Context: an optimization exercise on an open-source flow, tuned for small area, a short achievable clock period and few clock cycles. The choices shown serve that exercise and are no tape-out recipe.
Only simulation tests tie the RTL to the original design; equivalence was not proved.
Power figures rest on the tool's default switching activity, not on a simulated workload.

==> flow/design.v (outline; a module is shown in full before it is edited, if it fits) <==
// module rubik_top: 842 lines
module rubik_top(clk, rst_n, start, init_blue, init_white, init_red, busy, done, result);
  // ...
==> flow/flow/run.sh <==
#!/bin/bash
set -o pipefail
export SETUP_SLACK_MARGIN=5.9
bash standard.sh > standard.log 2>&1
status=$?
# keep ORFS's per-step logs beside this flow's own log
cp -r orfs/logs orfs_logs 2>/dev/null || true
exit $status
==> flow/standard.sh <==
#!/bin/bash
# synth_recipe.tcl (not shown) runs the flow's synth.tcl, then flattens the netlist and writes it again
# the make line also repeats each setting of config.mk as NAME=value (left out here)
make -C /OpenROAD-flow-scripts/flow DESIGN_CONFIG=/design/flow/config.mk WORK_HOME=/design/flow/orfs CLKGATE_MAP_FILE= SYNTH_SCRIPT=/design/flow/synth_recipe.tcl "${@:-finish}"
==> flow/config.mk <==
export PLATFORM = sky130hd
export DESIGN_NAME = rubik_top
export DESIGN_NICKNAME = rubik_top
export VERILOG_FILES = /design/flow/design.v
export SDC_FILE = /design/flow/constraint.sdc
export NUM_CORES = 4
export LEC_CHECK = 0
export CAP_MARGIN = 20
export CORE_MARGIN = 2
export CORE_UTILIZATION = 35
export SLEW_MARGIN = 20
==> flow/constraint.sdc <==
create_clock -name core_clock -period 10.0 [get_ports {clk}]
set_input_delay 2.0000 -clock core_clock [delete_from_list [all_inputs] [get_ports {clk}]]
set_output_delay 2.0000 -clock core_clock [all_outputs]
set_load 0.01 [all_outputs]
==> impl_metrics.json, run 1 <==
{
  "status": "aborted with a tool error",
  "haltStage": "global routing",
  "error_line": "[ERROR GRT-0232] Routing congestion too high. Check the congestion heatmap in the GUI.",
  "use_met2_pct": 72.1,
  "preCtsSetupSlack_ps": 3610,
  "synth_nets": 2790,
  "grt_max_degree": 71,
  "met3_usage_pct": 31.5,
  "clk_path_buf_depth": 2,
  "yosys_warnings": 1,
  "ys_seq_elements": 156,
  "yosys.area_share.simple_pct": 51.2,
  "dp_cells": 3361,
  "met1_usage_pct": 57.6,
  "cts_resized": 280,
  "ys_types": 84,
  "place_area_um2": 20200,
  "num_rows": 83,
  "synth_seq_area_share_pct": 20.1,
  "synth-edff-count": 57,
  "root_buffer": "clkbuf_16",
  "synth_top_area_share_pct": 10.8,
  "numCtsBuffers": 17,
  "synth_top_family_by_area": "simple AND/OR/NAND/NOR gates",
  "yosys_most_used_dff": "dfxtp_1",
  "synth-async-reset-ratio_pct": 0,
  "yosys.area.top_type": "dfxtp_1",
  "synth_area_um2": 18400
}
Testbench counts, summed over its fixed seeds: cycles 475.
==> run 2: changes to the inputs <==
--- a/flow/config.mk
+++ b/flow/config.mk
@@ -6,6 +6,7 @@
 export NUM_CORES = 4
 export LEC_CHECK = 0
 export CAP_MARGIN = 20
+export CELL_PAD_IN_SITES_DETAIL_PLACEMENT = 1
 export CORE_MARGIN = 2
-export CORE_UTILIZATION = 35
+export CORE_UTILIZATION = 30
 export SLEW_MARGIN = 20
==> run 2 against run 1 <==
  * The run now finishes clean
  * Area after synthesis stayed put
  * Synthesized cell count stayed put
==> impl_metrics.json, run 2 <==
{
  "root_buffer": "clkbuf_16",
  "slew_viol_final": 0,
  "status": "finished clean",
  "io_pins": 101,
  "layout_setup_ws_ps": 5680,
  "cp-end-kind": "flop",
  "drt-total-wl_um": 164000,
  "numCtsBuffers": 17,
  "cts-htree-levels": 4,
  "clk-insertion-delay-late_ps": 480,
  "rrSetupSlack_ps": 5680,
  "synth-async-reset-ratio_pct": 0,
  "skew_ps": 23.8,
  "fp.dieArea_um2": 63200,
  "final_common_cell": "nand2_1",
  "synthCells": 2697,
  "max_freq_ghz": 0.232,
  "final.setup.tns_ps": 0,
  "ctsHoldBuffers": 0,
  "finalSetupViolations": 0,
  "powerDensity_nw_per_um2": 141,
  "yosys_warnings": 1,
  "place_hpwl_um": 121000,
  "fin_nets": 2898,
  "synth_area_um2": 18400,
  "area_delta_synth_final_pct": 24.0,
  "drive_gt1_share_pct": 20.1,
  "drt_iter0_markers": 5152,
  "hp-class": "reg2reg",
  "holdPathStages": 0,
  "vias": 28100,
  "reg2reg_to": "l1r[5]",
  "place_area_um2": 20600,
  "grtUsageTotal_pct": 50.5,
  "synth_nets": 2790,
  "largest_register_ffs": 35,
  "top_usage_layer": "met2",
  "routabilityCongestion": 1.16,
  "regMostFlops": "W",
  "worstPathRequired_ps": 10340,
  "ys_top_cells_by_area": "dfxtp_1 11%, edfxtp_1 9.3%, nor4_1 7.8%, nand4_1 7.6%, nand2_1 6.3%",
  "crit_fanout": 8,
  "initial_core_util_pct": 30.4,
  "postSynthAreaPerCell_um2": 6.81,
  "maxSlewHeadroom_pct": 4.44,
  "worst_slew_pin_slew_ps": 1420,
  "rr_worst_depth": 8,
  "stdcell_area_um2": 22800,
  "die_height_um": 251,
  "route.detailed.drc": 0,
  "synth-edff-count": 57,
  "antenna_found_initial": 9,
  "die-width_um": 251,
  "clk_path_buf_depth": 2,
  "met1_usage_pct": 55.8,
  "worstSetupPathType": "reg2reg",
  "final_cell_mix": "288 x nand2_1, 270 x nor2_1, 224 x nand4_1",
  "largestRegisters": "W x35, s0p x33, res x24",
  "wl_per_cell_um": 45.5,
  "final_util_pct": 37.7,
  "rsz0062_at_grt": "true",
  "leakage_nw": 7.86,
  "worstPathArrival_ps": 4660,
  "preCtsSetupSlack_ps": 3660,
  "fill_cells": 7453,
  "grt-ovfl-total": 0,
  "hold_start": "chk_k[1]",
  "use_met2_pct": 74.6,
  "yosysMostFrequentCell": "nand2_1",
  "rr_startpoint": "W[17]",
  "seqCellArea_um2": 3700,
  "fin_crit_ps": 4320,
  "num_rows": 90,
  "cp-start-kind": "flop",
  "period_share_pct": 43.2,
  "multi_input_comb_area_um2": 15200,
  "grt_pass1_vias": 27400,
  "synth_seq_area_share_pct": 20.1,
  "clk_pin_slew_ps": 70,
  "vias_per_cell": 7.79,
  "ys_seq_elements": 156,
  "min_to": "kr[1]",
  "ant_nets": 0,
  "cts.sinks": 156,
  "peakVddDrop_mv": 0.129,
  "synth_common_cells": "306 x nand2_1, 293 x nor2_1, 229 x nor4_1",
  "grt_pass1_wl_um": 224000,
  "cts_tree": "yes",
  "drtPass1Iterations": 7,
  "ys_types": 84,
  "yosys_most_used_dff": "dfxtp_1",
  "maxCapViolations": 0,
  "io_buffers": 91,
  "fp.coreArea_um2": 60500,
  "met3_usage_pct": 20.9,
  "grt_max_degree": 73,
  "hold_violations": 0,
  "yosys.area.top_type": "dfxtp_1",
  "synth_top_area_share_pct": 10.8
}
## run 2: cell counts after synthesis
No cell type changed its count.
## run 2: logic make-up after synthesis
| kind of cell | Yosys count | share of synthesized area, % |
|---|---|---|
| buf+inv | 232 | 4.89 |
| mux | 75 | 4.47 |
| simple gates | 1729 | 51.2 |
| flops | 156 | 20.1 |
| xor+xnor | 16 | 0.763 |
| compound gates | 470 | 17.3 |
| fa+ha+maj | 19 | 1.28 |
## run 2: per-stage QoR
stage | power (mW) | cells | hold WS (ps)
final | 3.22 | 3606 | 322
after global routing | 3.28 | 3601 | 337
after CTS | 3.09 | 3570 | 326
after detailed placement | 2.40 | 3488 | 313
after global placement | 2.38 | 3488 | 310
after floorplan | 1.76 | 2697 | 310
## run 2: worst max-delay path by stage
stage                         startpoint      to  slack (ps)  depth (start not counted)
after floorplan             init_red[18]  res[2]        5900                          8
after global routing               W[20]     h1r        5840                          8
after CTS                 init_white[18]  res[3]        5840                          9
after detailed placement    init_red[18]  res[3]        3660                         10
after global placement      init_red[18]  res[3]        3590                         10
final                              W[17]  l1r[5]        5680                          8
## run 2: power by group
part / internal (mW) / leakage (nW) / switching (mW)
clock: 0.346 / 0.288 / 0.325
sequential: 0.760 / 1.34 / 0.153
combinational: 0.452 / 6.23 / 1.18
total: 1.56 / 7.86 / 1.66
## run 2: layout make-up
type | instances | share of cell area (%)
Tap cell | 782 | 4.30
Inverter | 39 | 0.648
Antenna cell | 6 | 0.0659
Sequential cell | 156 | 16.2
Multi-Input combinational cell | 2314 | 66.7
Timing Repair Buffer | 277 | 9.51
Clock buffer | 18 | 1.98
Clock inverter | 14 | 0.610
## run 2: what timing repair did
action,4_1_cts,5_1_grt
endpoints found under the hold margin,0,0
buffers inserted,46,23
gates cloned,4,1
setup endpoints to repair,57,27
gates resized for setup,335,174
pin swaps,39,37
## run 2: layer usage
| metal | wire (µm) | vias up |
|---|---|---|
| li1 | - | 10800 |
| met1 | 56000 | 13500 |
| met2 | 66800 | 2750 |
| met3 | 21600 | 1056 |
| met4 | 19400 | 8 |
| met5 | 160 | - |
## run 2: critical path: stages (launching register included)
cell,delay (ps)
dfxtp_1,490
and3b_1,440
nand4_1,600
nor3_1,310
nor4_1,1130
nand4_1,180
nor4_1,530
nand2_1,80
or4_1,400
==> run 3: changes to the inputs <==
==> flow/flow/run.sh (replaced) <==
#!/bin/bash
set -o pipefail
export SETUP_SLACK_MARGIN=6.2
bash standard.sh > standard.log 2>&1
status=$?
# keep ORFS's per-step logs beside this flow's own log
cp -r orfs/logs orfs_logs 2>/dev/null || true
exit $status
==> run 3 against run 2 <==
  * Clock-buffer cell count is 1 higher
  * Still clean
  * Largest power group unchanged
  * First-iteration DRC count is 0.39% higher
  * Hold slack better by 6.4 ps
==> impl_metrics.json, run 3 <==
{
  "final_util_pct": 41.4,
  "synth-edff-count": 57,
  "synth_top_area_share_pct": 10.8,
  "grt_pass1_wl_um": 229000,
  "synthCells": 2697,
  "cpPeakStageDelay_ps": 640,
  "largest_register_ffs": 35,
  "grt_pass1_vias": 28100,
  "fp.dieArea_um2": 63200,
  "hp-class": "reg2reg",
  "grtUsageTotal_pct": 51.7,
  "synth_seq_area_share_pct": 20.1,
  "ys_top_cells_by_area": "dfxtp_1 11%, edfxtp_1 9.3%, nor4_1 7.8%, nand4_1 7.6%, nand2_1 6.3%",
  "drt_iter0_markers": 5172,
  "postSynthAreaPerCell_um2": 6.81,
  "synth_common_cells": "306 x nand2_1, 293 x nor2_1, 229 x nor4_1",
  "worst_slew_pin_slew_ps": 1390,
  "cts.sinks": 156,
  "cp_cell_sequence": "buf_4 > or4b_4 > buf_4 > nor2_4 > nand3_1 > nand4_1 > a21oi_1 > nand4_1 > nor4_4 > o22ai_1",
  "skew_ps": 24.6,
  "root_buffer": "clkbuf_16",
  "worstPathRequired_ps": 10290,
  "ctsHoldBuffers": 0,
  "route.detailed.drc": 0,
  "finalSetupViolations": 0,
  "synth_area_um2": 18400,
  "cts_tree": "yes",
  "grt-ovfl-total": 0,
  "cp_slowest_cell": "or4b_4",
  "ys_seq_elements": 156,
  "fp.coreArea_um2": 60500,
  "clk-insertion-delay-late_ps": 490,
  "worstPathArrival_ps": 4390,
  "regMostFlops": "W",
  "clk_pin_slew_ps": 70,
  "final_common_cell": "buf_4",
  "rsz0062_at_grt": "true",
  "maxCapViolations": 0,
  "fin_cells": 3729,
  "multi_input_comb_area_um2": 16200,
  "yosys_warnings": 1,
  "crit_family": "simple AND/OR/NAND/NOR gates",
  "cts-htree-levels": 4,
  "leakage_nw": 8.94,
  "grt_max_degree": 54,
  "drtPass1Iterations": 11,
  "yosys_most_used_dff": "dfxtp_1",
  "yosysMostFrequentCell": "nand2_1",
  "die-width_um": 251,
  "die_height_um": 251,
  "max_freq_ghz": 0.244,
  "drive_gt1_share_pct": 27.6,
  "synth-async-reset-ratio_pct": 0,
  "final_cell_mix": "281 x buf_4, 269 x nand2_1, 262 x nor2_1",
  "antenna_found_initial": 11,
  "ant_nets": 0,
  "peakVddDrop_mv": 0.151,
  "io_pins": 101,
  "seqCellArea_um2": 3700,
  "fill_cells": 7287,
  "yosys.area.top_type": "dfxtp_1",
  "synth_nets": 2790,
  "dp_cells": 3483,
  "area_delta_synth_final_pct": 36.2,
  "place_hpwl_um": 123000,
  "status": "finished clean",
  "hold_violations": 0,
  "routabilityCongestion": 1.16,
  "initial_core_util_pct": 30.4,
  "cp-start-kind": "primary input",
  "ys_types": 84,
  "fin_crit_ps": 4100,
  "period_share_pct": 41.0,
  "fin_nets": 3017,
  "maxSlewHeadroom_pct": 6.16,
  "clk_path_buf_depth": 2,
  "largestRegisters": "W x35, s0p x33, res x24",
  "io_buffers": 91,
  "wl_per_cell_um": 45.8,
  "crit_fanout": 10,
  "final.setup.tns_ps": 0,
  "critPathBufInv": 2,
  "worstSetupPathType": "in2reg",
  "num_rows": 90,
  "cp-end-kind": "flop",
  "vias_per_cell": 7.90,
  "slew_viol_final": 0,
  "vias": 29400,
  "numCtsBuffers": 17,
  "drt-total-wl_um": 171000,
  "powerDensity_nw_per_um2": 132
}
-- run 3: cell count changes in the layout (fill, tap and decap cells not counted), sizes merged, moves of 3 or more --
cell / previous run / this run
buf: 214 / 349
clkdlybuf4s15: 9 / 0
clkbuf: 41 / 37
diode: 6 / 10
bufbuf: 0 / 3
-- run 3: final timing paths --
path | endpoint | depth (start not counted) | slack [ps] | startpoint
setup / recovery | res[2] | 10 | 5900 | init_blue[15]
hold / removal | kr[0] | 0 | 330 | chk_k[0]
setup reg to reg | l1r[5] | 9 | 5960 | W[21]
hold reg to reg | kr[0] | 0 | 330 | chk_k[0]
-- run 3: final cells by class --
class	count	area share (%)
timing repair buffer	398	13.6
clock buffer	19	1.77
multi-input combinational	2312	64.7
inverter	39	0.600
tap	782	3.91
antenna	10	0.100
sequential	156	14.8
clock inverter	13	0.510
-- run 3: stage by stage --
stage / worst slack [ps] / instance area, µm² / hold slack [ps] / power [mW]
after floorplan: 6070 / 18700 / 310 / 1.77
after global placement: 3530 / 20800 / 311 / 2.36
after detailed placement: 3590 / 20800 / 315 / 2.40
after CTS: 5980 / 23600 / 326 / 3.13
after global routing: 5820 / 25000 / 324 / 3.35
final: 5900 / 25000 / 328 / 3.31
-- run 3: metal layers --
layer	routed length [µm]	GRT usage [%]	part of all wire (%)	vias to the layer above
met1	57800	56.9	34	14100
met3	23300	21.8	14	1263
met4	21400	49.8	13	7
li1	-	-	-	11100
met2	68200	73.9	40	3044
met5	142	2.78	0.083	-
-- run 3: cells by family (layout without fill, tap and decap cells) --
| group | after synthesis | in the layout | synth area share, % |
|---|---|---|---|
| buf+inv | 232 | 469 | 4.89 |
| xor+xnor | 16 | 16 | 0.763 |
| fa+ha+maj | 19 | 19 | 1.28 |
| simple gates | 1729 | 1732 | 51.2 |
| flops | 156 | 156 | 20.1 |
| mux | 75 | 75 | 4.47 |
| compound gates | 470 | 470 | 17.3 |
| other cells | 0 | 10 | 0 |
-- run 3: power by group --
group | switching [mW] | total [mW] | internal, mW
Clock | 0.318 | 0.674 | 0.355
Combinational | 1.24 | 1.73 | 0.491
Sequential | 0.148 | 0.910 | 0.762
-- run 3: repair_timing --
| action | in CTS | in global routing |
|---|---|---|
| endpoints found under the setup margin | 67 | 26 |
| setup buffers | 126 | 64 |
| pin swaps | 86 | 82 |
| gates cloned | 6 | 1 |
| resized for setup | 616 | 187 |
==> run 4: changes to the inputs <==
==> flow/flow/run.sh (replaced) <==
#!/bin/bash
set -o pipefail
export SETUP_SLACK_MARGIN=5.7
bash standard.sh > standard.log 2>&1
status=$?
# keep ORFS's per-step logs beside this flow's own log
cp -r orfs/logs orfs_logs 2>/dev/null || true
exit $status
==> run 4 against run 3 <==
  * Via count decreased by 5.8%
  * Combinational power decreased by 5%
  * Die area unchanged
  * Sequential cell count is the same
  * Critical path type is now reg2reg
  * Largest cell class unchanged
==> impl_metrics.json, run 4 <==
{
  "status": "finished clean",
  "hold_start": "chk_k[2]",
  "cpPeakStageDelay_ps": 1050,
  "hold_violations": 0,
  "p_clk_share_pct": 21.3,
  "rsz0062_at_grt": "true",
  "grtUsageTotal_pct": 49.3,
  "grt_pass1_wl_um": 218000,
  "swShare_pct": 50.9,
  "peakVddDrop_mv": 0.132,
  "ant_nets": 0,
  "min_to": "kr[2]",
  "drtPass1Iterations": 12,
  "leakage_nw": 7.59,
  "cts-htree-levels": 4,
  "synth-async-reset-ratio_pct": 0,
  "cp-end-kind": "flop",
  "fp.coreArea_um2": 60500,
  "skew_ps": 20.9,
  "area_delta_synth_final_pct": 21.4,
  "rr_worst_depth": 8,
  "combPwrFrac_pct": 50.9,
  "vias_per_cell": 7.77,
  "dp_cells": 3477,
  "worst_slew_pin_slew_ps": 1370,
  "clk_pin_slew_ps": 80,
  "io_buffers": 91,
  "cp-start-kind": "flop",
  "wl_per_cell_um": 44.5,
  "rr_startpoint": "W[18]",
  "numCtsBuffers": 17,
  "die-width_um": 251,
  "p_int_mw": 1.59,
  "io_pins": 101,
  "maxSlewHeadroom_pct": 7.70,
  "grt_max_degree": 55,
  "reg2reg_to": "h1r",
  "place_hpwl_um": 118000,
  "multi_input_comb_area_um2": 14900,
  "crit_family": "simple AND/OR/NAND/NOR gates",
  "fp.dieArea_um2": 63200,
  "ys_seq_elements": 156,
  "initial_core_util_pct": 30.4,
  "seqCellArea_um2": 3690,
  "cts.sinks": 156,
  "synth_seq_area_share_pct": 20.1,
  "largestRegisters": "W x35, s0p x33, res x24",
  "worstPathArrival_ps": 5110,
  "final_common_cell": "nand2_1",
  "synth_area_um2": 18400,
  "holdWs_ps": 328,
  "cp_slowest_cell": "nor4_1",
  "critPathBufInv": 0,
  "synth_top_area_share_pct": 10.8,
  "postSynthAreaPerCell_um2": 6.81,
  "crit_fanout": 14,
  "period_share_pct": 46.9,
  "drive_gt1_share_pct": 16.8,
  "maxCapViolations": 0,
  "holdPathStages": 0,
  "vias": 27700,
  "routabilityCongestion": 1.18,
  "grt-ovfl-total": 0,
  "drt_iter0_markers": 4909,
  "fin_crit_ps": 4690,
  "rrSetupSlack_ps": 5310,
  "synth_nets": 2790,
  "cts_tree": "yes",
  "regMostFlops": "W",
  "yosys.area.top_type": "dfxtp_1",
  "worstSetupPathType": "reg2reg",
  "yosys_most_used_dff": "dfxtp_1",
  "route.detailed.drc": 0,
  "drt-total-wl_um": 159000,
  "cp_cell_sequence": "nor2b_2 > nand4_1 > nor4_1 > a41oi_1 > nand3_1 > nor4_1 > nand3_1 > o311a_1",
  "largest_register_ffs": 35,
  "hp-class": "reg2reg",
  "switching_power_mw": 1.65,
  "ys_types": 84,
  "powerDensity_nw_per_um2": 145,
  "antenna_found_initial": 15,
  "clk-insertion-delay-late_ps": 490,
  "synth-edff-count": 57,
  "grt_pass1_vias": 26700,
  "yosysMostFrequentCell": "nand2_1",
  "final.setup.tns_ps": 0,
  "root_buffer": "clkbuf_16",
  "die_height_um": 251,
  "clk_path_buf_depth": 2,
  "synth_common_cells": "306 x nand2_1, 293 x nor2_1, 229 x nor4_1",
  "slew_viol_final": 0,
  "fin_nets": 2859,
  "yosys_warnings": 1,
  "final_cell_mix": "292 x nand2_1, 274 x nor2_1, 224 x nand4_1",
  "p_seq_share_pct": 27.8,
  "num_rows": 90,
  "finalSetupViolations": 0,
  "worstPathRequired_ps": 10420,
  "synthCells": 2697,
  "fill_cells": 7523,
  "max_freq_ghz": 0.213,
  "ys_top_cells_by_area": "dfxtp_1 11%, edfxtp_1 9.3%, nor4_1 7.8%, nand4_1 7.6%, nand2_1 6.3%",
  "fin_cells": 3571,
  "ctsHoldBuffers": 0
}
## run 4: worst max path at each step
stage / start / endpoint / cells past startpoint
after floorplan: start / s0p[0] / 6
after global placement: init_blue[2] / res[3] / 9
after detailed placement: init_blue[2] / res[3] / 9
after CTS: init_blue[16] / res[3] / 10
after global routing: W[1] / l1r[5] / 8
final: W[18] / h1r / 8
## run 4: power by group through the flow
stage	logic [mW]	clock network [mW]	registers, mW
finish	1.64	0.690	0.900
global route	1.68	0.722	0.912
CTS	1.53	0.700	0.893
detailed placement	1.51	0	0.907
global placement	1.51	0	0.900
floorplan	0.937	0	0.819
## run 4: timing repair
item	CTS	global route
hold endpoints to repair	0	0
buffers inserted	28	18
setup endpoints to repair	15	21
pin swaps	21	13
resized for setup	220	117
## run 4: metrics by stage
stage / setup WS (ps) / instance area (µm²) / utilization, % / total power, mW
CTS: 5670 / 21900 / 36.2 / 3.12
global placement: 3510 / 20500 / 33.9 / 2.41
floorplan: 5710 / 18400 / - / 1.76
finish: 5310 / 22300 / 36.9 / 3.23
global route: 5650 / 22300 / 36.9 / 3.31
detailed placement: 3500 / 20500 / 33.9 / 2.41
## run 4: final cells by class
cell class	count	share of cell area, %
clock inverter	11	0.527
clock buffer	21	2.16
inverter	39	0.679
antenna	10	0.112
tap	782	4.39
timing repair buffer	243	8.70
multi-input combinational	2309	66.9
sequential	156	16.6
## run 4: per-layer routing
| metal | part of all wire, % | global-route usage, % |
|---|---|---|
| met2 | 40 | 70.0 |
| met3 | 13 | 22.2 |
| met5 | 0.042 | 3.24 |
| met4 | 11 | 42.1 |
| met1 | 35 | 56.0 |
## run 4: logic make-up (layout without fill, tap and decap cells)
| kind of cell | after synthesis | after routing | share of synthesized area [%] |
|---|---|---|---|
| AND/OR/NAND/NOR | 1729 | 1729 | 51.2 |
| multiplexers | 75 | 75 | 4.47 |
| XOR/XNOR | 16 | 16 | 0.763 |
| adder cells (fa/ha/maj) | 19 | 19 | 1.28 |
| buffers and inverters | 232 | 314 | 4.89 |
| other | 0 | 10 | 0 |
| flip-flops | 156 | 156 | 20.1 |
| AO/OA/AOI/OAI | 470 | 470 | 17.3 |
==> run 5: changes to the inputs <==
==> flow/flow/run.sh (replaced) <==
#!/bin/bash
set -o pipefail
export SETUP_SLACK_MARGIN=5.9
bash standard.sh > standard.log 2>&1
status=$?
# keep ORFS's per-step logs beside this flow's own log
cp -r orfs/logs orfs_logs 2>/dev/null || true
exit $status
--- a/flow/config.mk
+++ b/flow/config.mk
@@ -9,4 +9,6 @@
 export CELL_PAD_IN_SITES_DETAIL_PLACEMENT = 1
 export CORE_MARGIN = 2
 export CORE_UTILIZATION = 30
+export CTS_BUF_LIST = sky130_fd_sc_hd__clkbuf_4 sky130_fd_sc_hd__clkbuf_8
+export CTS_CLUSTER_SIZE = 40
 export SLEW_MARGIN = 20
==> run 5 against run 4 <==
  * Still clean
  * Register-to-register slack improved by 400 ps
  * Routed wire length up 2.7%
  * Combinational power about the same
  * Non-clock buffer count is 26 higher
  * Synthesized cell count did not move
  * Critical endpoint is now l1r[5]
  * Largest cell class unchanged
==> impl_metrics.json, run 5 <==
{
  "multi_input_comb_area_um2": 15100,
  "regMostFlops": "W",
  "fp.coreArea_um2": 60500,
  "fin_nets": 2889,
  "routabilityCongestion": 1.16,
  "fill_cells": 7471,
  "wl_per_cell_um": 45.3,
  "synth_nets": 2790,
  "ys_seq_elements": 156,
  "yosys_warnings": 1,
  "cts.sinks": 156,
  "clk_path_buf_depth": 2,
  "drt-total-wl_um": 163000,
  "grt_pass1_vias": 27100,
  "cp-end-kind": "flop",
  "powerDensity_nw_per_um2": 136,
  "status": "finished clean",
  "cp-start-kind": "flop",
  "route.detailed.drc": 0,
  "slew_viol_final": 0,
  "ys_types": 84,
  "io_buffers": 91,
  "clk_pin_slew_ps": 110,
  "synth_area_um2": 18400,
  "fp.dieArea_um2": 63200,
  "max_freq_ghz": 0.233,
  "drive_gt1_share_pct": 19.7,
  "largest_register_ffs": 35,
  "worstSetupPathType": "reg2reg",
  "worst_slew_pin_slew_ps": 1270,
  "crit_fanout": 40,
  "clk-insertion-delay-late_ps": 540,
  "die-width_um": 251,
  "peakVddDrop_mv": 0.132,
  "layout_setup_ws_ps": 5710,
  "place_hpwl_um": 121000,
  "synthCells": 2697,
  "initial_core_util_pct": 30.4,
  "period_share_pct": 42.9,
  "cpPeakStageDelay_ps": 650,
  "vias": 28000,
  "skew_ps": 31.4,
  "grtUsageTotal_pct": 50.3,
  "synth-async-reset-ratio_pct": 0,
  "fin_cells": 3601,
  "fin_crit_ps": 4290,
  "preCtsSetupSlack_ps": 3660,
  "dp_cells": 3488,
  "drt_iter0_markers": 4863,
  "cp_cell_sequence": "nor2_2 > buf_4 > nand4_1 > or4_1 > nor4b_1 > nand3_1 > or3_1 > or3_1 > or4_1",
  "cp_slowest_cell": "or4_1",
  "numCtsBuffers": 17,
  "seqCellArea_um2": 3700,
  "worstPathArrival_ps": 4700,
  "yosysMostFrequentCell": "nand2_1",
  "synth_seq_area_share_pct": 20.1,
  "finalSetupViolations": 0,
  "hp-class": "reg2reg",
  "drtPass1Iterations": 9,
  "synth_top_area_share_pct": 10.8,
  "cts-htree-levels": 4,
  "synth-edff-count": 57,
  "rsz0062_at_grt": "true",
  "critPathBufInv": 1,
  "vias_per_cell": 7.76,
  "cts_tree": "yes",
  "ctsHoldBuffers": 0,
  "worstPathRequired_ps": 10410,
  "yosys_most_used_dff": "dfxtp_1",
  "grt_max_degree": 73,
  "num_rows": 90,
  "root_buffer": "clkbuf_8",
  "antenna_found_initial": 13,
  "final_common_cell": "nand2_1",
  "io_pins": 101,
  "final.setup.tns_ps": 0,
  "crit_family": "simple AND/OR/NAND/NOR gates",
  "grt-ovfl-total": 0,
  "synth_common_cells": "306 x nand2_1, 293 x nor2_1, 229 x nor4_1",
  "maxSlewHeadroom_pct": 14.3,
  "hold_violations": 0,
  "maxCapViolations": 0,
  "yosys.area.top_type": "dfxtp_1",
  "leakage_nw": 7.70,
  "grt_pass1_wl_um": 222000,
  "ys_top_cells_by_area": "dfxtp_1 11%, edfxtp_1 9.3%, nor4_1 7.8%, nand4_1 7.6%, nand2_1 6.3%",
  "final_cell_mix": "287 x nand2_1, 268 x nor2_1, 224 x nand4_1",
  "die_height_um": 251,
  "ant_nets": 0,
  "area_delta_synth_final_pct": 22.2,
  "postSynthAreaPerCell_um2": 6.81,
  "largestRegisters": "W x35, s0p x33, res x24"
}
run 5: logic make-up (layout without fill, tap and decap cells):
logic type      Yosys count  count (layout)  synth area share [%]
simple gates           1729            1733                  51.2
compound gates          470             470                  17.3
buf+inv                 232             340                  4.89
flops                   156             156                  20.1
mux                      75              75                  4.47
fa+ha+maj                19              19                  1.28
xor+xnor                 16              16                 0.763
other cells               0              10                     0
run 5: area by class of cell:
cell class / instances / share of cell area [%]
Antenna cell: 10 / 0.111
Clock buffer: 17 / 1.04
Clock inverter: 15 / 0.753
Inverter: 39 / 0.658
Multi-Input combinational cell: 2313 / 67.4
Sequential cell: 156 / 16.5
Tap cell: 782 / 4.36
Timing Repair Buffer: 269 / 9.16
run 5: worst paths after layout:
| path | startpoint | to | slack (ps) | cells after the start |
|---|---|---|---|---|
| setup / recovery | W[13] | l1r[5] | 5710 | 9 |
| hold / removal | chk_k[1] | kr[1] | 330 | 0 |
| setup reg to reg | W[13] | l1r[5] | 5710 | 9 |
| hold reg to reg | chk_k[1] | kr[1] | 330 | 0 |
run 5: report_power, final:
group	switching (mW)	internal, mW	total (mW)	leakage (nW)
sequential	0.156	0.760	0.916	1.34
combinational	1.18	0.451	1.63	6.16
clock	0.304	0.209	0.513	0.203
total	1.64	1.42	3.05	7.70
run 5: metrics by stage:
| step | hold WS (ps) | power, mW | util, % | instance area [µm²] |
|---|---|---|---|---|
| finish | 330 | 3.05 | 37.1 | 22400 |
| global route | 334 | 3.12 | 37.1 | 22400 |
| CTS | 333 | 2.92 | 36.3 | 21900 |
| detailed placement | 313 | 2.40 | 34.1 | 20600 |
| global placement | 310 | 2.38 | 34.0 | 20600 |
| floorplan | 310 | 1.76 | - | 18400 |
run 5: layer usage:
metal  vias to the layer above  track usage, %  share of wire [%]
met5                         -            2.93               0.16
met4                        14            45.0                 12
met3                      1008            21.3                 13
met2                      2680            73.7                 41
met1                     13500            55.3                 34
li1                      10800               -                  -
run 5: worst register-to-register path, stage by stage (launching register included):
cell     delay (ps)
dfxtp_1         560
nor2_2           50
buf_4           300
nand4_1         430
or4_1           650
nor4b_1         610
nand3_1         300
or3_1           390
or3_1           390
or4_1           470
run 5: repair_timing:
| item | in CTS | in global routing |
|---|---|---|
| setup buffers | 38 | 23 |
| cloned | 2 | 2 |
| setup endpoints to repair | 31 | 29 |
| gates resized for setup | 295 | 165 |
| pin swaps | 34 | 32 |
| hold endpoints to repair | 0 | 0 |

[port drivers added, routing unchanged]
How much do the figures lean on ideal ports? The routed layouts below were timed once more, with nothing changed but the port constraints. Step 1: set_driving_cell puts a clkbuf_16 on clk and a buf_2 on each other input, an assumption about the parent block. Step 2 also shifts input and output timing later by t, the mid clock arrival at the registers, as if the neighbouring blocks saw the same clock. a / b / c = no drivers / after step 1 / after step 2; a / b = the first two.
run	t, ns	slack for setup (ns)	worst setup path after step 2	latest minus earliest clock arrival (ns)	worst data-port slew with drivers (ns)
run 2	0.526	5.685 / 5.685 / 5.189	input to register	0.025 / 0.025	0.04
run 3	0.535	5.903 / 5.932 / 5.397	input to register	0.025 / 0.024	0.06
run 4	0.532	5.314 / 5.314 / 5.103	input to register	0.022 / 0.022	0.04
run 5	0.582	5.711 / 5.711 / 5.257	input to register	0.032 / 0.032	0.04
After both steps every run listed still meets setup and hold. The setup slack of run 3, which loses most, moves by +0.029 ns with the drivers and by -0.506 ns with both steps.
